Context: an optimization exercise on an open-source flow, tuned for small area. The choices shown serve that exercise and are no tape-out recipe.
In this exercise RTL edits were held to simulation tests only and were not proved equivalent to the original.
Power is estimated from default activity; no workload was simulated.

===== config.mk =====
export PLATFORM = sky130hd
export DESIGN_NAME = game_core
export DESIGN_NICKNAME = game_core
export VERILOG_FILES = /design/flow/design.v
export SDC_FILE = /design/flow/constraint.sdc
export NUM_CORES = 4
export LEC_CHECK = 0
export CAP_MARGIN = 20
export CORE_MARGIN = 2
export CORE_UTILIZATION = 40
export SLEW_MARGIN = 20

===== constraint.sdc =====
create_clock -name core_clock -period 12.0 [get_ports {clk}]
set_input_delay 2.4000 -clock core_clock [delete_from_list [all_inputs] [get_ports {clk}]]
set_output_delay 2.4000 -clock core_clock [all_outputs]
set_load 0.01 [all_outputs]

===== design.v =====
module counter  (input RESET,
					input CLK,
					input enable,
					input [31:0] max,
					input [31:0] multi,
					output logic [31:0] sec
);
logic [31:0] count;
always_ff @(posedge CLK)
begin
	if (RESET)
		begin
			sec <= 0;
			count <= 0;
		end
	else if ((!enable) && (count < (1 * multi)))
		begin
			count <= 0;
		end
	else if ((enable == 1) && (count < (1 * multi)))
		begin
			count <= count + 1;
		end
	else if ((count >= (1 * multi)) && (sec < max+1))
		begin
			sec <= sec + 1;
			count <= 0;
		end
end
endmodule
module char_controller(input [7:0] keycode0, keycode1,
							  input CLK,
							  input [31:0] j_count, space_count, arc_count, fall_count,
							  input left_collide, right_collide, bottom_collide, side_collide, ts_collide, bs_collide,
							  input reset,
							  input Char_Size,
							  output logic count_reset,
							  output logic [9:0] Char_X_Motion, Char_Y_Motion, Char_X_Pos, Char_Y_Pos,
							  output logic space_en, jump_en, arc_en, fall_en,
							  output logic [3:0] HEXstate
);
enum logic [3:0] {A,  
						B,  
						C,  
						D,  
						E,  
						F,  
						G,  
						H,  
						I,  
						J,  
						K,  
						L,  
						M,  
						N,  
						O, 
						P 
						}	state, next_state;	
always_ff @ (posedge CLK)
	begin
		if (reset)
			state <= A;  
		else
			state <= next_state;
	end
always_ff @ (posedge CLK)
	begin
		if (state == A)
			begin
				Char_X_Pos <= 320;
				Char_Y_Pos <= 410;				
			end
		else if (ts_collide)
			begin
				Char_X_Pos <= Char_X_Pos;
				Char_Y_Pos <= 436;
			end
		else if (bs_collide)
			begin
				Char_X_Pos <= Char_X_Pos;
				Char_Y_Pos <= 40;
			end
		else
			begin
				Char_X_Pos <= (Char_X_Pos + Char_X_Motion);
				Char_Y_Pos <= (Char_Y_Pos + Char_Y_Motion);				
			end
	end
always_comb
begin
next_state = state;
Char_X_Motion = 0;
Char_Y_Motion = 0;
space_en = 0;
jump_en = 0;
count_reset = 0;
arc_en = 0;
fall_en = 0;
HEXstate = 4'b0000;
	case (state)
		A:  
			next_state = B;  
		B:  
			begin
				if (reset)
					next_state = A;  
				else if ((keycode0 == 8'h2C) || 
							((keycode0 == 8'h07) && (keycode1 == 8'h2C)) || 
							((keycode0 == 8'h2C) && (keycode1 == 8'h07)) || 
							((keycode0 == 8'h04) && (keycode1 == 8'h2C)) || 
							((keycode0 == 8'h2C) && (keycode1 == 8'h04))) 
					next_state = E;  
				else if ((keycode0 == 8'h07) && (!left_collide) && (!bottom_collide))  
					next_state = M;  
				else if ((keycode0 == 8'h04) && (!left_collide) && (!bottom_collide))  
					next_state = N;  
				else if ((keycode0 == 8'h04) && (!left_collide) && (bottom_collide)) 
					next_state = D;  
				else if ((keycode0 == 8'h07) && (!right_collide) && (bottom_collide)) 
					next_state = C;  
				else
					next_state = B;  
			end
		C:  
			begin
				if ((keycode0 == 8'h07) & (!right_collide) && (bottom_collide))
					next_state = C;  
				else if (((keycode0 == 8'h07) && (keycode1 == 8'h2C))||((keycode0 == 8'h2C) && (keycode1 == 8'h07))) 
					next_state = E;  
				else if ((keycode0 == 8'h00) || (right_collide))
					next_state = B;  
				else if ((keycode0 == 8'h07) && (!left_collide) && (!bottom_collide))  
					next_state = M;  
			end
		D:  
			begin
				if ((keycode0 == 8'h04) && (!left_collide) && (bottom_collide))
					next_state = D;  
				else if (((keycode0 == 8'h04) && (keycode1 == 8'h2C))||((keycode0 == 8'h2C) && (keycode1 == 8'h04))) 
					next_state = E;  
				else if ((keycode0 == 8'h00) || (left_collide))
					next_state = B;  
				else if ((keycode0 == 8'h04) && (!left_collide) && (!bottom_collide))  
					next_state = N;  
			end
		E:  
			begin
				if (reset)
					next_state = A;  
				else if (keycode0 == 8'h2C) 
					next_state = E;
				else if ((keycode0 == 8'h00) && (keycode1 == 8'h00))  
					next_state = F;
				else if (keycode0 == 8'h04) 
					next_state = H;  
				else if (keycode0 == 8'h07)  
					next_state = J;
				else	
					next_state = E;
			end
		F:  
			begin
				if (reset)
					next_state = A;  
				else if (j_count >= space_count)
					next_state = G;  
			end
		G:  
			begin
				if (reset)
					next_state = A;  
				else if (bottom_collide)  
					next_state = B;  
			end
		H:  
			begin
				if (reset)
					next_state = A;  
				else if (left_collide) 
					next_state = J;
				else if (j_count >= space_count)
					next_state = I;  
			end
		I:  
			begin
				if (reset)
					next_state = A;  
				else if (left_collide)  
					next_state = K;
				else if (bottom_collide)  
					next_state = B;  
			end
		J:  
			begin
				if (reset)
					next_state = A;  
				else if (right_collide) 
					next_state = H;
				else if (j_count >= space_count)
					next_state = K;  
			end
		K:  
			begin
				if (reset)
					next_state = A;  
				else if (right_collide) 
					next_state = I;
				else if (bottom_collide)  
					next_state = B;  
			end
		M:  
			begin
				if (reset)
					next_state = A;  
				else if (bottom_collide)  
					next_state = B;  
			end
		N:  
			begin
				if (reset)
					next_state = A;  
				else if (bottom_collide)  
					next_state = B;  
			end
	endcase
	case (state)
		A:  
			begin
				Char_X_Motion = 0;
				Char_Y_Motion = 0;
				space_en = 0;
				jump_en = 0;
				arc_en = 0;
				fall_en = 0;
				count_reset = 1;
				HEXstate = 4'b0000;  
			end
		B:  
			begin
				Char_X_Motion = 0;
				Char_Y_Motion = 0;
				space_en = 0;
				jump_en = 0;
				arc_en = 0;
				fall_en = 0;
				count_reset = 1;
				HEXstate = 4'b0001;  
			end
		C:  
			begin
				Char_X_Motion = 2;
				Char_Y_Motion = 0;
				space_en = 0;
				jump_en = 0;
				arc_en = 0;
				fall_en = 0;
				count_reset = 1;
				HEXstate = 4'b0010;  
			end
		D:  
			begin
				Char_X_Motion = -2;
				Char_Y_Motion = 0;
				space_en = 0;
				jump_en = 0;
				arc_en = 0;
				fall_en = 0;
				count_reset = 1;
				HEXstate = 4'b0011;  
			end
		E:  
			begin
				Char_X_Motion = 0;
				Char_Y_Motion = 0;
				space_en = 1;
				jump_en = 0;
				arc_en = 0;
				fall_en = 0;
				count_reset = 0;
				HEXstate = 4'b0100;  
			end
		F:  
			begin
				Char_X_Motion = 0;
				Char_Y_Motion = -3;
				space_en = 0;
				jump_en = 1;
				arc_en = 0;
				fall_en = 0;
				count_reset = 0;
				HEXstate = 4'b0101;  
			end
		G:  
			begin
				Char_X_Motion = 0;
				Char_Y_Motion = -3 + arc_count;
				space_en = 0;
				jump_en = 0;
				arc_en = 1;
				fall_en = 0;
				count_reset = 0;
				HEXstate = 4'b0110;  
			end			
		H:  
			begin
				Char_X_Motion = -1;
				Char_Y_Motion = -3;
				space_en = 0;
				jump_en = 1;
				arc_en = 0;
				fall_en = 0;
				count_reset = 0;
				HEXstate = 4'b0111;  
			end
		I:  
			begin
				Char_X_Motion = -1;
				Char_Y_Motion = -3 + arc_count;
				space_en = 0;
				jump_en = 0;
				arc_en = 1;
				fall_en = 0;
				count_reset = 0;
				HEXstate = 4'b1000;  
			end	
		J:  
			begin
				Char_X_Motion = 1;
				Char_Y_Motion = -3;
				space_en = 0;
				jump_en = 1;
				arc_en = 0;
				fall_en = 0;
				count_reset = 0;
				HEXstate = 4'b1001;  
			end
		K:  
			begin
				Char_X_Motion = 1;
				Char_Y_Motion = -3 + arc_count;
				space_en = 0;
				jump_en = 0;
				arc_en = 1;
				fall_en = 0;
				count_reset = 0;
				HEXstate = 4'b1010;  
			end	
		L:  
			begin
				Char_X_Motion = 0;
				Char_Y_Motion = 1 + fall_count;
				space_en = 0;
				jump_en = 0;
				arc_en = 1;
				fall_en = 1;
				count_reset = 0;
				HEXstate = 4'b1011;  
			end
		M:  
			begin
				Char_X_Motion = 1;
				Char_Y_Motion = 1 + fall_count;
				space_en = 0;
				jump_en = 0;
				arc_en = 1;
				fall_en = 1;
				count_reset = 0;
				HEXstate = 4'b1011;  
			end
		N:  
			begin
				Char_X_Motion = -1;
				Char_Y_Motion = 1 + fall_count;
				space_en = 0;
				jump_en = 0;
				arc_en = 1;
				fall_en = 1;
				count_reset = 0;
				HEXstate = 4'b1100;  
			end
	endcase
end
endmodule
module touch_tb(input logic [9:0] Char_X_Pos, Char_Y_Pos, Char_Size, Char_X_Motion, Char_Y_Motion,
					 output logic ts_collide, bs_collide
);
always_comb
	begin
		if ((Char_Y_Pos - Char_Size - 5) <= 3)  
			begin
				ts_collide = 1;
			end
		else
			begin
				ts_collide = 0;
			end
	end
always_comb
	begin
		if ((Char_Y_Pos + Char_Size + 5) >= 476)  
			begin
				bs_collide = 1;
			end
		else
			begin
				bs_collide = 0;
			end
	end
endmodule
module first_screen(input logic [9:0] Char_X_Pos, Char_Y_Pos, Char_Size, Char_X_Motion, Char_Y_Motion,
						  output logic top_collide, bottom_collide, right_collide, left_collide
);
always_comb 
	begin
		if (((Char_Y_Pos + Char_Size + 5) >= 407) ||  
			(((Char_Y_Pos + Char_Size + 5) >= 240) &&  
			((Char_X_Pos + Char_Size) > 110) &&
			((Char_X_Pos - Char_Size) < 210)) ||
			(((Char_Y_Pos + Char_Size + 5) >= 240) &&  
			((Char_X_Pos + Char_Size) > 432) && 
			((Char_X_Pos - Char_Size) < 532)) ||
			(((Char_Y_Pos + Char_Size + 5) >= 80) &&  
			((Char_Y_Pos - Char_Size - 5) <= 105) &&
			((Char_X_Pos + Char_Size) > 265) && 
			((Char_X_Pos - Char_Size) < 378)))
			begin
				bottom_collide = 1;
			end
		else
			begin
				bottom_collide = 0;
			end
	end
always_comb  
	begin
		if (((Char_Y_Pos - Char_Size - 5) <= 130) &&  
			((Char_Y_Pos + Char_Size + 5) > 106) &&
			((Char_X_Pos + Char_Size) > 265) &&
			((Char_X_Pos - Char_Size) < 378))
			begin
				top_collide = 1;
			end
		else
			begin
				top_collide = 0;
			end
	end
always_comb
	begin
		if (((Char_X_Pos - Char_Size -2) <= 210) && 
			((Char_Y_Pos + Char_Size) > 240) && 
			((Char_Y_Pos - Char_Size) < 407) ||
			((Char_X_Pos - Char_Size ) <= 110) ||
			((Char_X_Pos - Char_Size - 2) <= 378) && 
			((Char_X_Pos + Char_Size - 2) >= 321) &&
			((Char_Y_Pos + Char_Size) > 80) && 
			((Char_Y_Pos - Char_Size) < 130))
			 begin
				left_collide = 1;
			 end
		else
			begin
				left_collide = 0;
			end
	end
always_comb 
	begin
		if (((Char_X_Pos + Char_Size + 2) >= 432) && 
			((Char_Y_Pos + Char_Size) > 240) && 
			((Char_Y_Pos - Char_Size) < 407)||
			((Char_X_Pos + Char_Size) >= 533) ||
			((Char_X_Pos + Char_Size + 2) >= 265) && 
			((Char_X_Pos - Char_Size + 2) <=320) &&
			((Char_Y_Pos + Char_Size) > 80) && 
			((Char_Y_Pos - Char_Size) < 130))
			 begin
				right_collide = 1;
			 end
		else
			begin
				right_collide = 0;
			end
	end
endmodule
module second_screen(input logic [9:0] Char_X_Pos, Char_Y_Pos, Char_Size, Char_X_Motion, Char_Y_Motion,
						  output logic top_collide, bottom_collide, right_collide, left_collide
);
always_comb 
	begin
		if ((((Char_Y_Pos + Char_Size + 5) >= 370) &&  
			((Char_Y_Pos - Char_Size - 5) <= 398) &&
			((Char_X_Pos + Char_Size) > 375) &&
			((Char_X_Pos - Char_Size) < 473)) ||
			(((Char_Y_Pos + Char_Size + 5) >= 260) &&  
			((Char_Y_Pos - Char_Size - 5) <= 280) &&
			((Char_X_Pos + Char_Size) > 490) && 
			((Char_X_Pos - Char_Size) < 533)) ||
			(((Char_Y_Pos + Char_Size + 5) >= 260) &&  
			((Char_Y_Pos - Char_Size - 5) <= 280) &&
			((Char_X_Pos + Char_Size) > 338) && 
			((Char_X_Pos - Char_Size) < 410)) ||
			(((Char_Y_Pos + Char_Size + 5) >= 152) &&  
			((Char_Y_Pos - Char_Size - 5) <= 190) &&
			((Char_X_Pos + Char_Size) > 200) && 
			((Char_X_Pos - Char_Size) < 275)) ||
			(((Char_Y_Pos + Char_Size + 5) >= 128) &&  
			((Char_Y_Pos - Char_Size - 5) <= 175) &&
			((Char_X_Pos + Char_Size) > 110) && 
			((Char_X_Pos - Char_Size) < 170)))
			begin
				bottom_collide = 1;
			end
		else
			begin
				bottom_collide = 0;
			end
	end
always_comb  
	begin
		if ((((Char_Y_Pos - Char_Size - 5) <= 406) &&  
			((Char_Y_Pos + Char_Size + 5) > 399) &&
			((Char_X_Pos + Char_Size) > 375) &&
			((Char_X_Pos - Char_Size) < 473)) ||
			(((Char_Y_Pos - Char_Size - 5) <= 303) &&  
			((Char_Y_Pos + Char_Size + 5) > 281) &&
			((Char_X_Pos + Char_Size) > 490) &&
			((Char_X_Pos - Char_Size) < 533)) ||
			(((Char_Y_Pos - Char_Size - 5) <= 300) &&  
			((Char_Y_Pos + Char_Size + 5) > 281) &&
			((Char_X_Pos + Char_Size) > 336) &&
			((Char_X_Pos - Char_Size) < 410)) ||
			(((Char_Y_Pos - Char_Size - 5) <= 227) &&  
			((Char_Y_Pos + Char_Size + 5) > 191) &&
			((Char_X_Pos + Char_Size) > 200) &&
			((Char_X_Pos - Char_Size) < 275)) ||
			(((Char_Y_Pos - Char_Size - 5) <= 224) &&  
			((Char_Y_Pos + Char_Size + 5) > 176) &&
			((Char_X_Pos + Char_Size) > 110) &&
			((Char_X_Pos - Char_Size) < 170)))
			begin
				top_collide = 1;
			end
		else
			begin
				top_collide = 0;
			end
	end
always_comb
	begin
		if (((Char_X_Pos - Char_Size ) <= 110) ||  
			(((Char_X_Pos - Char_Size - 2) <= 406) &&  
			((Char_X_Pos + Char_Size - 2) >= 398) &&
			((Char_Y_Pos + Char_Size) > 375) && 
			((Char_Y_Pos - Char_Size) < 473)) ||
			(((Char_X_Pos - Char_Size - 2) <= 533) &&  
			((Char_X_Pos + Char_Size - 2) >= 508) &&
			((Char_Y_Pos + Char_Size) > 260) && 
			((Char_Y_Pos - Char_Size) < 303)) ||
			(((Char_X_Pos - Char_Size - 2) <= 410) &&  
			((Char_X_Pos + Char_Size - 2) >= 377) &&
			((Char_Y_Pos + Char_Size) > 260) && 
			((Char_Y_Pos - Char_Size) < 300)) ||
			(((Char_X_Pos - Char_Size - 2) <= 275) &&  
			((Char_X_Pos + Char_Size - 2) >= 240) &&
			((Char_Y_Pos + Char_Size) > 152) && 
			((Char_Y_Pos - Char_Size) < 227)) ||
			(((Char_X_Pos - Char_Size - 2) <= 170) &&  
			((Char_X_Pos + Char_Size - 2) >= 142) &&
			((Char_Y_Pos + Char_Size) > 128) && 
			((Char_Y_Pos - Char_Size) < 224)))
			 begin
				left_collide = 1;
			 end
		else
			begin
				left_collide = 0;
			end
	end
always_comb 
	begin
		if (((Char_X_Pos + Char_Size) >= 533) ||  
			(((Char_X_Pos + Char_Size + 2) >= 375) &&  
			((Char_X_Pos - Char_Size + 2) <=423) &&
			((Char_Y_Pos + Char_Size) > 370) && 
			((Char_Y_Pos - Char_Size) < 406)) ||
			(((Char_X_Pos + Char_Size + 2) >= 490) &&  
			((Char_X_Pos - Char_Size + 2) <=508) &&
			((Char_Y_Pos + Char_Size) > 260) && 
			((Char_Y_Pos - Char_Size) < 303)) ||
			(((Char_X_Pos + Char_Size + 2) >= 338) &&  
			((Char_X_Pos - Char_Size + 2) <=377) &&
			((Char_Y_Pos + Char_Size) > 260) && 
			((Char_Y_Pos - Char_Size) < 300)) ||
			(((Char_X_Pos + Char_Size + 2) >= 200) &&  
			((Char_X_Pos - Char_Size + 2) <=240) &&
			((Char_Y_Pos + Char_Size) > 152) && 
			((Char_Y_Pos - Char_Size) < 227)))
			 begin
				right_collide = 1;
			 end
		else
			begin
				right_collide = 0;
			end
	end
endmodule
module third_screen(input logic [9:0] Char_X_Pos, Char_Y_Pos, Char_Size, Char_X_Motion, Char_Y_Motion,
						  output logic top_collide, bottom_collide, right_collide, left_collide
);
always_comb 
	begin
		if ((((Char_Y_Pos + Char_Size + 5) >= 380) &&  
			((Char_Y_Pos - Char_Size - 5) <= 390) &&
			((Char_X_Pos + Char_Size) > 290) &&
			((Char_X_Pos - Char_Size) < 335)) ||
			(((Char_Y_Pos + Char_Size + 5) >= 380) &&  
			((Char_Y_Pos - Char_Size - 5) <= 390) &&
			((Char_X_Pos + Char_Size) > 403) && 
			((Char_X_Pos - Char_Size) < 457)) ||
			(((Char_Y_Pos + Char_Size + 5) >= 330) &&  
			((Char_Y_Pos - Char_Size - 5) <= 335) &&
			((Char_X_Pos + Char_Size) > 504) && 
			((Char_X_Pos - Char_Size) < 533)) ||
			(((Char_Y_Pos + Char_Size + 5) >= 266) &&  
			((Char_Y_Pos - Char_Size - 5) <= 295) &&
			((Char_X_Pos + Char_Size) > 370) && 
			((Char_X_Pos - Char_Size) < 415)) ||
			(((Char_Y_Pos + Char_Size + 5) >= 289) &&  
			((Char_Y_Pos - Char_Size - 5) <= 306) &&
			((Char_X_Pos + Char_Size) > 270) && 
			((Char_X_Pos - Char_Size) < 370)) ||
			(((Char_Y_Pos + Char_Size + 5) >= 170) &&  
			((Char_Y_Pos - Char_Size - 5) <= 197) &&
			((Char_X_Pos + Char_Size) > 240) && 
			((Char_X_Pos - Char_Size) < 298)) ||
			(((Char_Y_Pos + Char_Size + 5) >= 148) &&  
			((Char_Y_Pos - Char_Size - 5) <= 168) &&
			((Char_X_Pos + Char_Size) > 110) && 
			((Char_X_Pos - Char_Size) < 148)))
			begin
				bottom_collide = 1;
			end
		else
			begin
				bottom_collide = 0;
			end
	end
always_comb  
	begin
		if ((((Char_Y_Pos - Char_Size - 5) <= 398) &&  
			((Char_Y_Pos + Char_Size + 5) > 290) &&
			((Char_X_Pos + Char_Size) > 290) &&
			((Char_X_Pos - Char_Size) < 225)) ||
			(((Char_Y_Pos - Char_Size - 5) <= 398) &&  
			((Char_Y_Pos + Char_Size + 5) > 290) &&
			((Char_X_Pos + Char_Size) > 403) &&
			((Char_X_Pos - Char_Size) < 457)) ||
			(((Char_Y_Pos - Char_Size - 5) <= 342) &&  
			((Char_Y_Pos + Char_Size + 5) > 336) &&
			((Char_X_Pos + Char_Size) > 504) &&
			((Char_X_Pos - Char_Size) < 533)) ||
			(((Char_Y_Pos - Char_Size - 5) <= 324) &&  
			((Char_Y_Pos + Char_Size + 5) > 306) &&
			((Char_X_Pos + Char_Size) > 270) &&
			((Char_X_Pos - Char_Size) < 324)) ||
			(((Char_Y_Pos - Char_Size - 5) <= 225) &&  
			((Char_Y_Pos + Char_Size + 5) > 198) &&
			((Char_X_Pos + Char_Size) > 240) &&
			((Char_X_Pos - Char_Size) < 298)) ||
			(((Char_Y_Pos - Char_Size - 5) <= 168) &&  
			((Char_Y_Pos + Char_Size + 5) > 158) &&
			((Char_X_Pos + Char_Size) > 110) &&
			((Char_X_Pos - Char_Size) < 151)) ||
			(((Char_Y_Pos - Char_Size - 5) <= 56) &&  
			((Char_Y_Pos + Char_Size + 5) > 0) &&
			((Char_X_Pos + Char_Size) > 210) &&
			((Char_X_Pos - Char_Size) < 288)))
			begin
				top_collide = 1;
			end
		else
			begin
				top_collide = 0;
			end
	end
always_comb
	begin
		if (((Char_X_Pos - Char_Size ) <= 110) ||  
			(((Char_X_Pos - Char_Size - 2) <= 335) &&  
			((Char_X_Pos + Char_Size - 2) >= 312) &&
			((Char_Y_Pos + Char_Size) > 380) && 
			((Char_Y_Pos - Char_Size) < 398)) ||
			(((Char_X_Pos - Char_Size - 2) <= 457) &&  
			((Char_X_Pos + Char_Size - 2) >= 430) &&
			((Char_Y_Pos + Char_Size) > 380) && 
			((Char_Y_Pos - Char_Size) < 398)) ||
			(((Char_X_Pos - Char_Size - 2) <= 415) &&  
			((Char_X_Pos + Char_Size - 2) >= 390) &&
			((Char_Y_Pos + Char_Size) > 266) && 
			((Char_Y_Pos - Char_Size) < 324)) ||
			(((Char_X_Pos - Char_Size - 2) <= 298) &&  
			((Char_X_Pos + Char_Size - 2) >= 269) &&
			((Char_Y_Pos + Char_Size) > 170) && 
			((Char_Y_Pos - Char_Size) < 225)) ||
			(((Char_X_Pos - Char_Size - 2) <= 151) &&  
			((Char_X_Pos + Char_Size - 2) >= 110) &&
			((Char_Y_Pos + Char_Size) > 148) && 
			((Char_Y_Pos - Char_Size) < 168)) ||
			(((Char_X_Pos - Char_Size - 2) <= 288) &&  
			((Char_X_Pos + Char_Size - 2) >= 253) &&
			((Char_Y_Pos + Char_Size) > 32) && 
			((Char_Y_Pos - Char_Size) < 56)))
			 begin
				left_collide = 1;
			 end
		else
			begin
				left_collide = 0;
			end
	end
always_comb 
	begin
		if (((Char_X_Pos + Char_Size) >= 533) ||  
			(((Char_X_Pos + Char_Size + 2) >= 290) &&  
			((Char_X_Pos - Char_Size + 2) <= 312) &&
			((Char_Y_Pos + Char_Size) > 380) && 
			((Char_Y_Pos - Char_Size) < 398)) ||
			(((Char_X_Pos + Char_Size + 2) >= 403) &&  
			((Char_X_Pos - Char_Size + 2) <= 430) &&
			((Char_Y_Pos + Char_Size) > 380) && 
			((Char_Y_Pos - Char_Size) < 398)) ||
			(((Char_X_Pos + Char_Size + 2) >= 504) &&  
			((Char_X_Pos - Char_Size + 2) <= 533) &&
			((Char_Y_Pos + Char_Size) > 330) && 
			((Char_Y_Pos - Char_Size) < 342)) ||
			(((Char_X_Pos + Char_Size + 2) >= 365) &&  
			((Char_X_Pos - Char_Size + 2) <= 390) &&
			((Char_Y_Pos + Char_Size) > 266) && 
			((Char_Y_Pos - Char_Size) < 289)) ||
			(((Char_X_Pos + Char_Size + 2) >= 270) &&  
			((Char_X_Pos - Char_Size + 2) <= 320) &&
			((Char_Y_Pos + Char_Size) > 289) && 
			((Char_Y_Pos - Char_Size) < 324)) ||
			(((Char_X_Pos + Char_Size + 2) >= 240) &&  
			((Char_X_Pos - Char_Size + 2) <= 269) &&
			((Char_Y_Pos + Char_Size) > 170) && 
			((Char_Y_Pos - Char_Size) < 225)) ||
			(((Char_X_Pos + Char_Size + 2) >= 218) &&  
			((Char_X_Pos - Char_Size + 2) <= 253) &&
			((Char_Y_Pos + Char_Size) > 32) && 
			((Char_Y_Pos - Char_Size) < 56)))
			 begin
				right_collide = 1;
			 end
		else
			begin
				right_collide = 0;
			end
	end
endmodule
module fourth_screen(input logic [9:0] Char_X_Pos, Char_Y_Pos, Char_Size, Char_X_Motion, Char_Y_Motion,
						  output logic top_collide, bottom_collide, right_collide, left_collide
);
always_comb 
	begin
		if ((((Char_Y_Pos + Char_Size + 5) >= 400) &&  
			((Char_Y_Pos - Char_Size - 5) <= 480) &&
			((Char_X_Pos + Char_Size) > 215) &&
			((Char_X_Pos - Char_Size) < 288)) ||
			(((Char_Y_Pos + Char_Size + 5) >= 280) &&  
			((Char_Y_Pos - Char_Size - 5) <= 295) &&
			((Char_X_Pos + Char_Size) > 110) && 
			((Char_X_Pos - Char_Size) < 170)) ||
			(((Char_Y_Pos + Char_Size + 5) >= 280) &&  
			((Char_Y_Pos - Char_Size - 5) <= 295) &&
			((Char_X_Pos + Char_Size) > 220) && 
			((Char_X_Pos - Char_Size) < 300)) ||
			(((Char_Y_Pos + Char_Size + 5) >= 200) &&  
			((Char_Y_Pos - Char_Size - 5) <= 245) &&
			((Char_X_Pos + Char_Size) > 380) && 
			((Char_X_Pos - Char_Size) < 410)) ||
			(((Char_Y_Pos + Char_Size + 5) >= 150) &&  
			((Char_Y_Pos - Char_Size - 5) <= 220) &&
			((Char_X_Pos + Char_Size) > 410) && 
			((Char_X_Pos - Char_Size) < 430)) ||
			(((Char_Y_Pos + Char_Size + 5) >= 130) &&  
			((Char_Y_Pos - Char_Size - 5) <= 178) &&
			((Char_X_Pos + Char_Size) > 240) && 
			((Char_X_Pos - Char_Size) < 270)) ||
			(((Char_Y_Pos + Char_Size + 5) >= 180) &&  
			((Char_Y_Pos - Char_Size - 5) <= 190) &&
			((Char_X_Pos + Char_Size) > 500) && 
			((Char_X_Pos - Char_Size) < 533)))
			begin
				bottom_collide = 1;
			end
		else
			begin
				bottom_collide = 0;
			end
	end
always_comb  
	begin
		if ((((Char_Y_Pos - Char_Size - 5) <= 310) &&  
			((Char_Y_Pos + Char_Size + 5) > 245) &&
			((Char_X_Pos + Char_Size) > 110) &&
			((Char_X_Pos - Char_Size) < 170)) ||
			(((Char_Y_Pos - Char_Size - 5) <= 310) &&  
			((Char_Y_Pos + Char_Size + 5) > 245) &&
			((Char_X_Pos + Char_Size) > 220) &&
			((Char_X_Pos - Char_Size) < 300)) ||
			(((Char_Y_Pos - Char_Size - 5) <= 290) &&  
			((Char_Y_Pos + Char_Size + 5) > 245) &&
			((Char_X_Pos + Char_Size) > 380) &&
			((Char_X_Pos - Char_Size) < 290)) ||
			(((Char_Y_Pos - Char_Size - 5) <= 227) &&  
			((Char_Y_Pos + Char_Size + 5) > 178) &&
			((Char_X_Pos + Char_Size) > 220) &&
			((Char_X_Pos - Char_Size) < 240)) ||
			(((Char_Y_Pos - Char_Size - 5) <= 200) &&  
			((Char_Y_Pos + Char_Size + 5) > 190) &&
			((Char_X_Pos + Char_Size) > 500) &&
			((Char_X_Pos - Char_Size) < 533)) ||
			(((Char_Y_Pos - Char_Size - 5) <= 80) &&  
			((Char_Y_Pos + Char_Size + 5) > 32) &&
			((Char_X_Pos + Char_Size) > 410) &&
			((Char_X_Pos - Char_Size) < 430)))
			begin
				top_collide = 1;
			end
		else
			begin
				top_collide = 0;
			end
	end
always_comb
	begin
		if (((Char_X_Pos - Char_Size ) <= 110) ||  
			(((Char_X_Pos - Char_Size - 2) <= 288) &&  
			((Char_X_Pos + Char_Size - 2) >= 251) &&
			((Char_Y_Pos + Char_Size) > 400) && 
			((Char_Y_Pos - Char_Size) < 480)) ||
			(((Char_X_Pos - Char_Size - 2) <= 170) &&  
			((Char_X_Pos + Char_Size - 2) >= 110) &&
			((Char_Y_Pos + Char_Size) > 280) && 
			((Char_Y_Pos - Char_Size) < 310)) ||
			(((Char_X_Pos - Char_Size - 2) <= 300) &&  
			((Char_X_Pos + Char_Size - 2) >= 260) &&
			((Char_Y_Pos + Char_Size) > 280) && 
			((Char_Y_Pos - Char_Size) < 310)) ||
			(((Char_X_Pos - Char_Size - 2) <= 430) &&  
			((Char_X_Pos + Char_Size - 2) >= 420) &&
			((Char_Y_Pos + Char_Size) > 150) && 
			((Char_Y_Pos - Char_Size) < 298)) ||
			(((Char_X_Pos - Char_Size - 2) <= 270) &&  
			((Char_X_Pos + Char_Size - 2) >= 255) &&
			((Char_Y_Pos + Char_Size) > 130) && 
			((Char_Y_Pos - Char_Size) < 227)) ||
			(((Char_X_Pos - Char_Size - 2) <= 240) &&  
			((Char_X_Pos + Char_Size - 2) >= 230) &&
			((Char_Y_Pos + Char_Size) > 32) && 
			((Char_Y_Pos - Char_Size) < 227)) ||
			(((Char_X_Pos - Char_Size - 2) <= 430) &&  
			((Char_X_Pos + Char_Size - 2) >= 420) &&
			((Char_Y_Pos + Char_Size) > 32) && 
			((Char_Y_Pos - Char_Size) < 80)))
			 begin
				left_collide = 1;
			 end
		else
			begin
				left_collide = 0;
			end
	end
always_comb 
	begin
		if (((Char_X_Pos + Char_Size) >= 533) ||  
			(((Char_X_Pos + Char_Size + 2) >= 215) &&  
			((Char_X_Pos - Char_Size + 2) <=503) &&
			((Char_Y_Pos + Char_Size) > 400) && 
			((Char_Y_Pos - Char_Size) < 480)) ||
			(((Char_X_Pos + Char_Size + 2) >= 220) &&  
			((Char_X_Pos - Char_Size + 2) <=260) &&
			((Char_Y_Pos + Char_Size) > 280) && 
			((Char_Y_Pos - Char_Size) < 310)) ||
			(((Char_X_Pos + Char_Size + 2) >= 380) &&  
			((Char_X_Pos - Char_Size + 2) <=395) &&
			((Char_Y_Pos + Char_Size) > 200) && 
			((Char_Y_Pos - Char_Size) < 290)) ||
			(((Char_X_Pos + Char_Size + 2) >= 410) &&  
			((Char_X_Pos - Char_Size + 2) <=420) &&
			((Char_Y_Pos + Char_Size) > 150) && 
			((Char_Y_Pos - Char_Size) < 290)) ||
			(((Char_X_Pos + Char_Size + 2) >= 220) &&  
			((Char_X_Pos - Char_Size + 2) <=230) &&
			((Char_Y_Pos + Char_Size) > 32) && 
			((Char_Y_Pos - Char_Size) < 227)) ||
			(((Char_X_Pos + Char_Size + 2) >= 410) &&  
			((Char_X_Pos - Char_Size + 2) <=420) &&
			((Char_Y_Pos + Char_Size) > 32) && 
			((Char_Y_Pos - Char_Size) < 80)) ||
			(((Char_X_Pos + Char_Size + 2) >= 500) &&  
			((Char_X_Pos - Char_Size + 2) <=533) &&
			((Char_Y_Pos + Char_Size) > 180) && 
			((Char_Y_Pos - Char_Size) < 200)))
			 begin
				right_collide = 1;
			 end
		else
			begin
				right_collide = 0;
			end
	end
endmodule
module fifth_screen(input logic [9:0] Char_X_Pos, Char_Y_Pos, Char_Size, Char_X_Motion, Char_Y_Motion,
						  output logic top_collide, bottom_collide, right_collide, left_collide
);
always_comb 
	begin
		if ((((Char_Y_Pos + Char_Size + 5) >= 390) &&  
			((Char_Y_Pos - Char_Size - 5) <= 480) &&
			((Char_X_Pos + Char_Size) > 200) &&
			((Char_X_Pos - Char_Size) < 240)) ||
			(((Char_Y_Pos + Char_Size + 5) >= 390) &&  
			((Char_Y_Pos - Char_Size - 5) <= 480) &&
			((Char_X_Pos + Char_Size) > 410) && 
			((Char_X_Pos - Char_Size) < 450)) ||
			(((Char_Y_Pos + Char_Size + 5) >= 310) &&  
			((Char_Y_Pos - Char_Size - 5) <= 320) &&
			((Char_X_Pos + Char_Size) > 410) && 
			((Char_X_Pos - Char_Size) < 450)) ||
			(((Char_Y_Pos + Char_Size + 5) >= 330) &&  
			((Char_Y_Pos - Char_Size - 5) <= 345) &&
			((Char_X_Pos + Char_Size) > 110) && 
			((Char_X_Pos - Char_Size) < 140)) ||
			(((Char_Y_Pos + Char_Size + 5) >= 220) &&  
			((Char_Y_Pos - Char_Size - 5) <= 235) &&
			((Char_X_Pos + Char_Size) > 513) && 
			((Char_X_Pos - Char_Size) < 533)) ||
			(((Char_Y_Pos + Char_Size + 5) >= 133) &&  
			((Char_Y_Pos - Char_Size - 5) <= 148) &&
			((Char_X_Pos + Char_Size) > 373) && 
			((Char_X_Pos - Char_Size) < 406)) ||
			(((Char_Y_Pos + Char_Size + 5) >= 112) &&  
			((Char_Y_Pos - Char_Size - 5) <= 127) &&
			((Char_X_Pos + Char_Size) > 303) && 
			((Char_X_Pos - Char_Size) < 336)) ||
			(((Char_Y_Pos + Char_Size + 5) >= 100) &&  
			((Char_Y_Pos - Char_Size - 5) <= 115) &&
			((Char_X_Pos + Char_Size) > 242) && 
			((Char_X_Pos - Char_Size) < 275)) ||
			(((Char_Y_Pos + Char_Size + 5) >= 130) &&  
			((Char_Y_Pos - Char_Size - 5) <= 145) &&
			((Char_X_Pos + Char_Size) > 120) && 
			((Char_X_Pos - Char_Size) < 160)))
			begin
				bottom_collide = 1;
			end
		else
			begin
				bottom_collide = 0;
			end
	end
always_comb  
	begin
		if ((((Char_Y_Pos - Char_Size - 5) <= 330) &&  
			((Char_Y_Pos + Char_Size + 5) > 320) &&
			((Char_X_Pos + Char_Size) > 410) &&
			((Char_X_Pos - Char_Size) < 450)) ||
			(((Char_Y_Pos - Char_Size - 5) <= 360) &&  
			((Char_Y_Pos + Char_Size + 5) > 345) &&
			((Char_X_Pos + Char_Size) > 110) &&
			((Char_X_Pos - Char_Size) < 140)) ||
			(((Char_Y_Pos - Char_Size - 5) <= 250) &&  
			((Char_Y_Pos + Char_Size + 5) > 235) &&
			((Char_X_Pos + Char_Size) > 513) &&
			((Char_X_Pos - Char_Size) < 533)) ||
			(((Char_Y_Pos - Char_Size - 5) <= 163) &&  
			((Char_Y_Pos + Char_Size + 5) > 148) &&
			((Char_X_Pos + Char_Size) > 373) &&
			((Char_X_Pos - Char_Size) < 406)) ||
			(((Char_Y_Pos - Char_Size - 5) <= 142) &&  
			((Char_Y_Pos + Char_Size + 5) > 127) &&
			((Char_X_Pos + Char_Size) > 303) &&
			((Char_X_Pos - Char_Size) < 336)) ||
			(((Char_Y_Pos - Char_Size - 5) <= 130) &&  
			((Char_Y_Pos + Char_Size + 5) > 115) &&
			((Char_X_Pos + Char_Size) > 242) &&
			((Char_X_Pos - Char_Size) < 275)) ||
			(((Char_Y_Pos - Char_Size - 5) <= 160) &&  
			((Char_Y_Pos + Char_Size + 5) > 145) &&
			((Char_X_Pos + Char_Size) > 120) &&
			((Char_X_Pos - Char_Size) < 160)) ||
			(((Char_Y_Pos - Char_Size - 5) <= 56) &&  
			((Char_Y_Pos + Char_Size + 5) > 32) &&
			((Char_X_Pos + Char_Size) > 230) &&
			((Char_X_Pos - Char_Size) < 440)))
			begin
				top_collide = 1;
			end
		else
			begin
				top_collide = 0;
			end
	end
always_comb
	begin
		if (((Char_X_Pos - Char_Size ) <= 110) ||  
			(((Char_X_Pos - Char_Size - 2) <= 240) &&  
			((Char_X_Pos + Char_Size - 2) >= 220) &&
			((Char_Y_Pos + Char_Size) > 390) && 
			((Char_Y_Pos - Char_Size) < 480)) ||
			(((Char_X_Pos - Char_Size - 2) <= 450) &&  
			((Char_X_Pos + Char_Size - 2) >= 430) &&
			((Char_Y_Pos + Char_Size) > 390) && 
			((Char_Y_Pos - Char_Size) < 480)) ||
			(((Char_X_Pos - Char_Size - 2) <= 310) &&  
			((Char_X_Pos + Char_Size - 2) >= 430) &&
			((Char_Y_Pos + Char_Size) > 310) && 
			((Char_Y_Pos - Char_Size) < 330)) ||
			(((Char_X_Pos - Char_Size - 2) <= 406) &&  
			((Char_X_Pos + Char_Size - 2) >= 390) &&
			((Char_Y_Pos + Char_Size) > 133) && 
			((Char_Y_Pos - Char_Size) < 163)) ||
			(((Char_X_Pos - Char_Size - 2) <= 336) &&  
			((Char_X_Pos + Char_Size - 2) >= 320) &&
			((Char_Y_Pos + Char_Size) > 112) && 
			((Char_Y_Pos - Char_Size) < 142)) ||
			(((Char_X_Pos - Char_Size - 2) <= 275) &&  
			((Char_X_Pos + Char_Size - 2) >= 259) &&
			((Char_Y_Pos + Char_Size) > 100) && 
			((Char_Y_Pos - Char_Size) < 130)) ||
			(((Char_X_Pos - Char_Size - 2) <= 160) &&  
			((Char_X_Pos + Char_Size - 2) >= 140) &&
			((Char_Y_Pos + Char_Size) > 130) && 
			((Char_Y_Pos - Char_Size) < 160)) ||
			(((Char_X_Pos - Char_Size - 2) <= 140) &&  
			((Char_X_Pos + Char_Size - 2) >= 125) &&
			((Char_Y_Pos + Char_Size) > 330) && 
			((Char_Y_Pos - Char_Size) < 360)) ||
			(((Char_X_Pos - Char_Size - 2) <= 440) &&  
			((Char_X_Pos + Char_Size - 2) >= 335) &&
			((Char_Y_Pos + Char_Size) > 32) && 
			((Char_Y_Pos - Char_Size) < 56)))
			 begin
				left_collide = 1;
			 end
		else
			begin
				left_collide = 0;
			end
	end
always_comb 
	begin
		if (((Char_X_Pos + Char_Size) >= 533) ||  
			(((Char_X_Pos + Char_Size + 2) >= 200) &&  
			((Char_X_Pos - Char_Size + 2) <=220) &&
			((Char_Y_Pos + Char_Size) > 390) && 
			((Char_Y_Pos - Char_Size) < 480)) ||
			(((Char_X_Pos + Char_Size + 2) >= 410) &&  
			((Char_X_Pos - Char_Size + 2) <=430) &&
			((Char_Y_Pos + Char_Size) > 390) && 
			((Char_Y_Pos - Char_Size) < 480)) ||
			(((Char_X_Pos + Char_Size + 2) >= 410) &&  
			((Char_X_Pos - Char_Size + 2) <=430) &&
			((Char_Y_Pos + Char_Size) > 310) && 
			((Char_Y_Pos - Char_Size) < 330)) ||
			(((Char_X_Pos + Char_Size + 2) >= 513) &&  
			((Char_X_Pos - Char_Size + 2) <=533) &&
			((Char_Y_Pos + Char_Size) > 220) && 
			((Char_Y_Pos - Char_Size) < 250)) ||
			(((Char_X_Pos + Char_Size + 2) >= 373) &&  
			((Char_X_Pos - Char_Size + 2) <=389) &&
			((Char_Y_Pos + Char_Size) > 133) && 
			((Char_Y_Pos - Char_Size) < 163)) ||
			(((Char_X_Pos + Char_Size + 2) >= 303) &&  
			((Char_X_Pos - Char_Size + 2) <=319) &&
			((Char_Y_Pos + Char_Size) > 112) && 
			((Char_Y_Pos - Char_Size) < 142)) ||
			(((Char_X_Pos + Char_Size + 2) >= 242) &&  
			((Char_X_Pos - Char_Size + 2) <=258) &&
			((Char_Y_Pos + Char_Size) > 100) && 
			((Char_Y_Pos - Char_Size) < 130)) ||
			(((Char_X_Pos + Char_Size + 2) >= 120) &&  
			((Char_X_Pos - Char_Size + 2) <=140) &&
			((Char_Y_Pos + Char_Size) > 130) && 
			((Char_Y_Pos - Char_Size) < 160)) || 
			(((Char_X_Pos + Char_Size + 2) >= 230) &&  
			((Char_X_Pos - Char_Size + 2) <=335) &&
			((Char_Y_Pos + Char_Size) > 32) && 
			((Char_Y_Pos - Char_Size) < 56)))
			 begin
				right_collide = 1;
			 end
		else
			begin
				right_collide = 0;
			end
	end
endmodule 
module sixth_screen(input logic [9:0] Char_X_Pos, Char_Y_Pos, Char_Size, Char_X_Motion, Char_Y_Motion,
						  output logic top_collide, bottom_collide, right_collide, left_collide
);
always_comb 
	begin
		if ((((Char_Y_Pos + Char_Size + 5) >= 420) &&  
			((Char_Y_Pos - Char_Size - 5) <= 480) &&
			((Char_X_Pos + Char_Size) > 230) &&
			((Char_X_Pos - Char_Size) < 400)))
			begin
				bottom_collide = 1;
			end
		else
			begin
				bottom_collide = 0;
			end
	end
always_comb
	begin
		if (((Char_X_Pos - Char_Size ) <= 110) ||  
			(((Char_X_Pos - Char_Size - 2) <= 400) &&  
			((Char_X_Pos + Char_Size - 2) >= 315) &&
			((Char_Y_Pos + Char_Size) > 420) && 
			((Char_Y_Pos - Char_Size) < 480)))
			 begin
				left_collide = 1;
			 end
		else
			begin
				left_collide = 0;
			end
	end
always_comb 
	begin
		if (((Char_X_Pos + Char_Size) >= 533) ||  
			(((Char_X_Pos + Char_Size + 2) >= 230) &&  
			((Char_X_Pos - Char_Size + 2) <=315) &&
			((Char_Y_Pos + Char_Size) > 420) && 
			((Char_Y_Pos - Char_Size) < 480)))
			 begin
				right_collide = 1;
			 end
		else
			begin
				right_collide = 0;
			end
	end
endmodule 
module  character ( input Reset, frame_clk, CLK,
					input [3:0] tracker,
					input [7:0] keycode0, keycode1,
					output ts_collide, bs_collide,
               output [9:0]  CharX, CharY, CharS,
					output logic [3:0] test0, test1, test2, test3);
	 logic [31:0] space_count,j_count, arc_count, fall_count;
    logic [9:0] Char_X_Pos, Char_X_Motion, Char_Y_Pos, Char_Y_Motion, Char_Size;
	 logic space_reset,space_en,jump_reset,jump_en, arc_reset, arc_en, fall_en;
	 logic right_collide , left_collide, top_collide, bottom_collide, diagonal_collide;
	 logic right_collide1 , left_collide1, top_collide1, bottom_collide1, diagonal_collide1;
	 logic right_collide2 , left_collide2, top_collide2, bottom_collide2, diagonal_collide2;
	 logic right_collide3 , left_collide3, top_collide3, bottom_collide3, diagonal_collide3;
	 logic right_collide4 , left_collide4, top_collide4, bottom_collide4, diagonal_collide4;
	 logic right_collide5 , left_collide5, top_collide5, bottom_collide5, diagonal_collide5;
	 logic right_collide6 , left_collide6, top_collide6, bottom_collide6, diagonal_collide6;
	 logic [3:0] screen_tracker, HEXstate;
	 logic count_reset;
    parameter [9:0] Char_X_Start=320;   
    parameter [9:0] Char_Y_Start=410;   
	 assign Char_Size = 7;   
    parameter [9:0] Char_X_Min=110;        
    parameter [9:0] Char_X_Max=432;      
    parameter [9:0] Char_Y_Min=0;        
    parameter [9:0] Char_Y_Max=479;      
    parameter [9:0] Char_X_Step=1;       
    parameter [9:0] Char_Y_Step=1;       
	counter space_counter(.RESET(count_reset), .CLK(frame_clk), .enable (space_en), .max(15), .multi(3), .sec(space_count));
	counter jump_counter(.RESET(count_reset), .CLK(frame_clk), .enable(jump_en), .max(15), .multi(1), .sec(j_count));	 
	counter arc(.RESET(count_reset), .CLK(frame_clk), .enable(arc_en), .max(6), .multi(15), .sec(arc_count));
	counter fall_arc(.RESET(count_reset), .CLK(frame_clk), .enable(fall_en), .max(3), .multi(15), .sec(fall_count));
	always_comb
		begin
			if (tracker == 1)
				begin
					left_collide <= left_collide1;
					right_collide <= right_collide1;
					top_collide <= top_collide1;
					bottom_collide <= bottom_collide1;
				end
			else if(tracker == 2)
				begin
					left_collide <= left_collide2;
					right_collide <= right_collide2;
					top_collide <= top_collide2;
					bottom_collide <= bottom_collide2;
				end
			else if(tracker == 3)
				begin
					left_collide <= left_collide3;
					right_collide <= right_collide3;
					top_collide <= top_collide3;
					bottom_collide <= bottom_collide3;
				end
			else if(tracker == 4)
				begin
					left_collide <= left_collide4;
					right_collide <= right_collide4;
					top_collide <= top_collide4;
					bottom_collide <= bottom_collide4;
				end
			else if(tracker == 5)
				begin
					left_collide <= left_collide5;
					right_collide <= right_collide5;
					top_collide <= top_collide5;
					bottom_collide <= bottom_collide5;
				end
			else if(tracker == 6)
				begin
					left_collide <= left_collide6;
					right_collide <= right_collide6;
					top_collide <= top_collide6;
					bottom_collide <= bottom_collide6;
				end
			else
				begin
					left_collide <= 0;
					right_collide <= 0;
					top_collide <= 0;
					bottom_collide <= 1;
				end
		end
	first_screen screen1(.Char_X_Pos(Char_X_Pos),
								.Char_Y_Pos(Char_Y_Pos),
								.Char_Size(Char_Size),
								.Char_X_Motion(Char_X_Motion), 
								.Char_Y_Motion(Char_Y_Motion),
								.left_collide(left_collide1),
								.right_collide(right_collide1),
								.bottom_collide(bottom_collide1),
								.top_collide(top_collide1));
	second_screen screen2(.Char_X_Pos(Char_X_Pos),
								.Char_Y_Pos(Char_Y_Pos),
								.Char_Size(Char_Size),
								.Char_X_Motion(Char_X_Motion), 
								.Char_Y_Motion(Char_Y_Motion),
								.left_collide(left_collide2),
								.right_collide(right_collide2),
								.bottom_collide(bottom_collide2),
								.top_collide(top_collide2));
	third_screen screen3(.Char_X_Pos(Char_X_Pos),
								.Char_Y_Pos(Char_Y_Pos),
								.Char_Size(Char_Size),
								.Char_X_Motion(Char_X_Motion), 
								.Char_Y_Motion(Char_Y_Motion),
								.left_collide(left_collide3),
								.right_collide(right_collide3),
								.bottom_collide(bottom_collide3),
								.top_collide(top_collide3));
	fourth_screen screen4(.Char_X_Pos(Char_X_Pos),
								.Char_Y_Pos(Char_Y_Pos),
								.Char_Size(Char_Size),
								.Char_X_Motion(Char_X_Motion), 
								.Char_Y_Motion(Char_Y_Motion),
								.left_collide(left_collide4),
								.right_collide(right_collide4),
								.bottom_collide(bottom_collide4),
								.top_collide(top_collide4));
	fifth_screen screen5(.Char_X_Pos(Char_X_Pos),
								.Char_Y_Pos(Char_Y_Pos),
								.Char_Size(Char_Size),
								.Char_X_Motion(Char_X_Motion), 
								.Char_Y_Motion(Char_Y_Motion),
								.left_collide(left_collide5),
								.right_collide(right_collide5),
								.bottom_collide(bottom_collide5),
								.top_collide(top_collide5));
	sixth_screen screen6(.Char_X_Pos(Char_X_Pos),
								.Char_Y_Pos(Char_Y_Pos),
								.Char_Size(Char_Size),
								.Char_X_Motion(Char_X_Motion), 
								.Char_Y_Motion(Char_Y_Motion),
								.left_collide(left_collide6),
								.right_collide(right_collide6),
								.bottom_collide(bottom_collide6),
								.top_collide(top_collide6));
	touch_tb edges(.Char_X_Pos(Char_X_Pos),
						.Char_Y_Pos(Char_Y_Pos),
						.Char_Size(Char_Size),
						.Char_X_Motion(Char_X_Motion), 
						.Char_Y_Motion(Char_Y_Motion),
						.ts_collide(ts_collide),
						.bs_collide(bs_collide)
						);
	always_comb
	begin
		test0 <= left_collide;
		test1 <= right_collide;
		test2 <= bottom_collide;
		test3 <= HEXstate;
	end
	char_controller state_machine(.keycode0(keycode0),
											.keycode1(keycode1),
											.CLK(frame_clk),
											.space_count(space_count),
											.j_count(j_count),
											.arc_count(arc_count),
											.fall_count(fall_count),
											.left_collide(left_collide),
											.right_collide(right_collide),
											.bottom_collide(bottom_collide),
											.ts_collide(ts_collide),
											.bs_collide(bs_collide),
											.reset(Reset),
											.Char_Size(Char_Size),
											.count_reset(count_reset),
											.Char_X_Motion(Char_X_Motion), 
											.Char_Y_Motion(Char_Y_Motion),
											.Char_X_Pos(Char_X_Pos),
											.Char_Y_Pos(Char_Y_Pos),
											.space_en(space_en), 
											.jump_en(jump_en),
											.arc_en(arc_en),
											.fall_en(fall_en),
											.HEXstate(HEXstate)
											);  
	assign CharX = Char_X_Pos;
	assign CharY = Char_Y_Pos;
	assign CharS = Char_Size;
endmodule
module back_controller(input [7:0] keycode0, keycode1,
							  input CLK,
							  input reset, ts_colide, bs_collide,
							  output logic [3:0] tracker, tracker2,
							  output logic [10:0] background_number,  
							  output logic [3:0] HEXstate
);
		enum logic [5:0] {StartScreen,
							Green1,
							Green2,
							Green3,
							Leaf1,
							Leaf2, 
							Leaf3,
							EndScreen
							}	state, next_state;
		always_ff @ (posedge CLK)
		begin
				if (reset)
					tracker <= 0;
				else if(background_number == 10'b00_0000_0000)
						tracker <= 0; 
				else if (ts_colide)
					tracker <= tracker + 1; 
				else if(bs_collide)
					tracker <= tracker -1;
				else 
					tracker <= tracker;
		end
		always_ff @ (posedge CLK)
		begin
				if (reset)
					state <= StartScreen;  
				else
					state <= next_state;
		end
			always_comb
		begin 
				next_state = state;
				background_number = 10'h0;
			case(state)
			StartScreen:	
				if((keycode0 == 8'h2C))  
					next_state = Green1;		
				else
					next_state = StartScreen;	
			Green1:
				if((tracker == 1) || (keycode0 == 8'h1e))	 
					next_state = Green2;					
				else					
					next_state = Green1;
			Green2:
				if((tracker == 2) || (keycode0 == 8'h1f))  
					next_state = Green3;
				else if((tracker == 1))
					next_state = Green1;
				else
					next_state = Green2;
			Green3:
				if((tracker == 3) || (keycode0 == 8'h20))  
					next_state = Leaf1;
				else if((tracker == 2))
					next_state = Green2;
				else
					next_state = Green3;		
			Leaf1:
				if((tracker == 4) || (keycode0 == 8'h21))   
					next_state = Leaf2;
				else if((tracker == 3))
					next_state = Green3;
				else
					next_state = Leaf1;
			Leaf2:
				if((tracker == 5) || (keycode0 == 8'h22))  
					next_state = Leaf3;
				else if((tracker == 4))
					next_state = Leaf1;
				else
					next_state = Leaf2;
			Leaf3:
				if((tracker == 6) || (keycode0 == 8'h23))   
					next_state = EndScreen;
				else if((tracker == 5))
					next_state = Leaf2;
				else
					next_state = Leaf3;					
			EndScreen:	
				if((keycode0 == 8'h15))  
						next_state = StartScreen;			
				else
					next_state = EndScreen;
			endcase
			case(state)
			StartScreen:
				begin
					background_number[0] = 1'b1;  
					HEXstate = 4'b0000;  
					tracker2 = 0;
				end
			Green1:
				begin
					background_number[1] = 1'b1;  
					HEXstate = 4'b0001;  
					tracker2 = 1;
				end
			Green2:
				begin
					background_number[2] = 1'b1;  
					HEXstate = 4'b0010;  
					tracker2 = 2;
				end
			Green3:
				begin
					background_number[3] = 1'b1;  
					HEXstate = 4'b0011;  
					tracker2 = 3;
				end	
			Leaf1:		
				begin
					background_number[4] = 1'b1;  
					HEXstate = 4'b0010;  
					tracker2 = 4;
				end
			Leaf2:		
				begin
					background_number[5] = 1'h1;  
					HEXstate = 4'b0101;  
					tracker2 = 5;
				end
			Leaf3:		
				begin
					background_number[6] = 1'h1;  
					HEXstate = 4'b0110;  
					tracker2 = 6;
				end
			EndScreen:		
				begin
					background_number[7] = 1'h1;  
					HEXstate = 4'b0111;  
					tracker2 = 7;
				end
			default :
				begin
					background_number = 10'h0; 
					HEXstate = 4'b1010;  
					tracker2 = 0;
				end	
			endcase		
		end
	endmodule
module game_core (
    input  logic        clk,
    input  logic        reset,
    input  logic [7:0]  keycode0,
    input  logic [7:0]  keycode1,
    output logic [9:0]  char_x,
    output logic [9:0]  char_y,
    output logic        ts_collide,
    output logic        bs_collide,
    output logic        left_collide,
    output logic        right_collide,
    output logic        bottom_collide,
    output logic [3:0]  char_state,
    output logic [3:0]  screen,
    output logic [10:0] background_number,
    output logic [3:0]  screen_state
);
    logic [9:0] char_s;
    logic [3:0] test0, test1, test2, test3;
    logic [3:0] tracker_unused;
    character char (
        .CLK        (1'b0),
        .Reset      (reset),
        .frame_clk  (clk),
        .keycode0   (keycode0),
        .keycode1   (keycode1),
        .CharX      (char_x),
        .CharY      (char_y),
        .CharS      (char_s),
        .test0      (test0),
        .test1      (test1),
        .test2      (test2),
        .test3      (test3),
        .ts_collide (ts_collide),
        .bs_collide (bs_collide),
        .tracker    (screen)
    );
    back_controller bak (
        .keycode0          (keycode0),
        .keycode1          (keycode1),
        .CLK               (clk),
        .reset             (reset),
        .background_number (background_number),
        .HEXstate          (screen_state),
        .tracker           (tracker_unused),
        .tracker2          (screen),
        .ts_colide         (ts_collide),
        .bs_collide        (bs_collide)
    );
    assign left_collide   = test0[0];
    assign right_collide  = test1[0];
    assign bottom_collide = test2[0];
    assign char_state     = test3;
endmodule

===== run.sh =====
#!/bin/bash
# synth_recipe.tcl (not shown) runs the flow's synth.tcl, then flattens the netlist and writes it again
# the make line also repeats each setting of config.mk as NAME=value (left out here)
make -C /OpenROAD-flow-scripts/flow DESIGN_CONFIG=/design/flow/config.mk WORK_HOME=/design/flow/orfs CLKGATE_MAP_FILE= SYNTH_SCRIPT=/design/flow/synth_recipe.tcl finish

==> notes.md <==
cells in the mapped netlist (18+ instances only):
cell type	count
a2111oi_0	29
a211oi_1	43
a21o_1	34
a21oi_1	212
a31oi_1	54
and2_1	216
and3_1	27
buf_2	36
clkbuf_1	165
dfxtp_1	300
ha_1	108
inv_1	82
mux2i_1	20
nand2_1	258
nand2b_1	27
nand3_1	128
nand4_1	74
nor2_1	274
nor2b_1	23
nor3_1	141
nor4_1	113
o2111ai_1	26
o211ai_1	55
o21ai_0	177
o221ai_1	18
o22ai_1	28
o31ai_1	32
or3_1	31
or4_1	28
xnor2_1	83
xor2_1	28
metrics by stage:
stage / utilization [%] / cells / total power [mW] / hold slack (ns)
after floorplan: - / 3300 / 1.86 / 0.414
after global placement: 42.7 / 3995 / 2.38 / 0.428
after detailed placement: 42.7 / 3995 / 2.35 / 0.434
after CTS: 44.3 / 4049 / 3.27 / 0.445
after global routing: 44.3 / 4049 / 3.43 / 0.470
final: 44.3 / 4049 / 3.32 / 0.450
worst max-delay path: cells and delay by family (launching register included):
| kind | cells | cell delay (ns) |
|---|---|---|
| simple gates | 10 | 3.57 |
| compound gates | 5 | 1.40 |
| fa+ha+maj | 2 | 1.18 |
| buf+inv | 4 | 1.15 |
| flops | 1 | 0.99 |
power breakdown:
part	switching [mW]	internal, mW
logic	0.985	0.391
registers	0.0183	1.01
clock network	0.398	0.521
sequential cells by signal, summed over array words and instances, names as in the netlist, 4 cells and up:
signal,cells
bak.background_number,8
char.space_counter.sec,32
char.fall_arc.sec,32
char.arc.count,32
char.jump_counter.count,32
char.fall_arc.count,32
char.state_machine.Char_X_Pos,10
char.space_counter.count,32
char.state_machine.state,4
bak.tracker,4
char.arc.sec,32
char.state_machine.Char_Y_Pos,10
char.jump_counter.sec,32
metal layers:
| metal | global-route usage [%] | routed length (um) | vias to the layer above |
|---|---|---|---|
| li1 | - | - | 12300 |
| met1 | 43.2 | 43900 | 12600 |
| met2 | 49.9 | 45300 | 1720 |
| met3 | 5.56 | 10100 | 370 |
| met4 | 16.4 | 6740 | 0 |
| met5 | 0 | 0 | - |
cell type report:
cell class | count | area [um2] | area share (%)
clock inverters | 14 | 134 | 0.499
inverters | 91 | 342 | 1.27
well taps | 782 | 978 | 3.65
multi-input cells | 2677 | 17300 | 64.4
repair buffers | 145 | 1240 | 4.62
flip-flops and latches | 300 | 6010 | 22.4
clock buffers | 40 | 848 | 3.16
path summary, 6_finish.rpt:
check | startpoint | to | slack, ns | depth (start not counted)
min reg2reg | char.fall_arc.count[4] | char.fall_arc.count[4] | 0.45 | 2
min | char.fall_arc.count[4] | char.fall_arc.count[4] | 0.45 | 2
max reg2reg | char.state_machine.Char_X_Pos[1] | char.state_machine.state[2] | 2.80 | 22
max | char.state_machine.Char_X_Pos[1] | right_collide | 0.76 | 21
kinds of logic after synthesis:
kind of cell,count (synthesis)
compound gates,989
xor+xnor,116
fa+ha+maj,110
buf+inv,323
flops,300
mux,23
other cells,1
simple gates,1434
cell usage in the layout (no fill, tap or decap), types with 55 or more instances in the layout:
cell type | Yosys | final
nor3_1 | 141 | 141
dfxtp_1 | 300 | 296
o21ai_0 | 177 | 177
inv_1 | 82 | 82
ha_1 | 108 | 108
nor2_1 | 274 | 273
xnor2_1 | 83 | 80
nand2_1 | 258 | 258
buf_4 | 14 | 85
nand3_1 | 128 | 128
nor4_1 | 113 | 111
nand4_1 | 74 | 74
and2_1 | 216 | 216
o211ai_1 | 55 | 55
clkdlybuf4s50_1 | 0 | 60
a21oi_1 | 212 | 212
==> impl_metrics.ini <==
[sta]
drv_slew = 0
tns_ns = 0
setup_violations = 0
period_needed_ns = 11.24
layout_setup_ws_ns = 0.759
max_slew_margin_pct = 19.8
max_freq_mhz = 89.0
tightest_slew_ns = 1.19
rsz0062_at_grt = no
fin_crit_sh_pct = 93.7
fin_worst_skew_ns = 0.0616
finalHoldViolCount = 0

[placed_design]
place.gp.congestion = 1.08
pre_cts_ws_ns = 1.47
placed_area_um2 = 25800
portBuffers = 60
hpwl_mm = 80.3

[logic_synthesis]
synth_fa_ha_area_share_pct = 5.67
synth-simple-area-share_pct = 30.8
synth_edf_count = 0
synthArstFlopShare_pct = 0
synth_top_area_share_pct = 24.5
synth_seq_cells = 300
syn_area_um2 = 24500
yosysTopAreaCell = dfxtp_1
syn_avg_cell_area_um2 = 7.44
synth_top_family_by_area = simple AND/OR/NAND/NOR gates
syn_inst = 3296
ys_types = 112
yosys_warnings = 12
synth_ff_type = dfxtp_1
synth_area_leaders = dfxtp_1, and2_1, ha_1
synth_xor_area_share_pct = 4.35
synth_mux_area_share_pct = 0.954
synth_compound_area_share_pct = 28.2
synth-seq-area-share_pct = 24.5

[setup_path]
cpPeakStageDelay_ns = 0.99
cp_slowest_cell = dfxtp_1
end_kind = primary output
criticalPathCategory = flop to primary output
cp-start-kind = flop
cp_cell_sequence = inv_1 -> ha_1 -> nor4bb_1 -> a31o_2 -> nand3_1 -> nor3_1 -> nand2_1 -> ha_1 -> or4_1 -> nor4_1 -> nand3_1 -> inv_1 -> o311ai_1 -> or4_1 -> a311oi_1 -> a211o_1 -> or3_1 -> a41o_1 -> nand2_2 -> inv_2 -> clkdlybuf4s50_1
cp.arrival_ns = 8.84
crit_required_ns = 9.60
cp_max_fo = 28

[cts]
cts_buffers = 30
cts.sinks = 300
cts_buffer_depth = 3
insertion_delay_ns = 0.61
htree_levels = 1
cts_setup_buffers = 0
cts_resized = 0
root_buffer = clkbuf_16
clk_pin_slew_ns = 0.06
holdBufCountCts = 0
cts_tree = built

[die]
io_pins = 66
core_area_um2 = 60500
start_util_pct = 40.5
die_w_um = 252
rows = 90
fp.dieH_um = 252
die_area_um2 = 63300

[global_route]
antenna_found_initial = 0
grt_pass1_vias = 24800
grt_start_max_net_pins = 86
grt_pass1_wl_mm = 159
grtUsageTotal_pct = 32.3
grt-ovfl-total = 0

[final_layout]
area_growth_pct = 9.36
fill_cells = 6148
antenna_cells = 0
drive_above_1_share_pct = 7.28
finalInstanceArea_um2 = 26800
final_nets = 3373

[route]
drtAntennaViolNets = 0
vias = 27000
drcViolationCount = 0
wl_mm = 106
drt_first_iter_violations = 3898
first_pass_iters = 8
wl_per_cell_um = 26.2
viasPerCell = 6.66

[outcome]
outcome = no timing/DRC/antenna violations

[power]
max-vdd-ir-drop_v = 0.000125
p_leak_nw = 9.64
powerDensity_nw_per_um2 = 124

[hold_path]
hp-class = flop to flop

[run]
max-cap-violations = 0

-- afterwards: timing with drivers on the ports --
No port has a modelled driver above. Below, the same layout with a new extraction and two added sets of constraints. Step 1 sets driving cells, clkbuf_16 on the clock port and buf_2 on the other inputs (assumed; they add their load-dependent delay and slew). Step 2 times the ports against the registers' clock, not the clock port: input delays grow and output delays shrink by t, the midpoint of the rising clock arrivals with the driver on. Slacks: no drivers / after step 1 / after step 2; pairs: no drivers / after step 1.
shift t [ns]: 0.626
slack for setup (ns): 0.759 / 0.707 / 1.333
worst register clock-pin slew, ns: 0.08 / 0.08
worst slew at a driven data input, ns: 0.03
pins driven straight from the clock port: 1
After both steps this run still meets setup and hold. For this run, drivers alone change the setup slack by -0.052 ns; drivers and shift together by +0.574 ns.
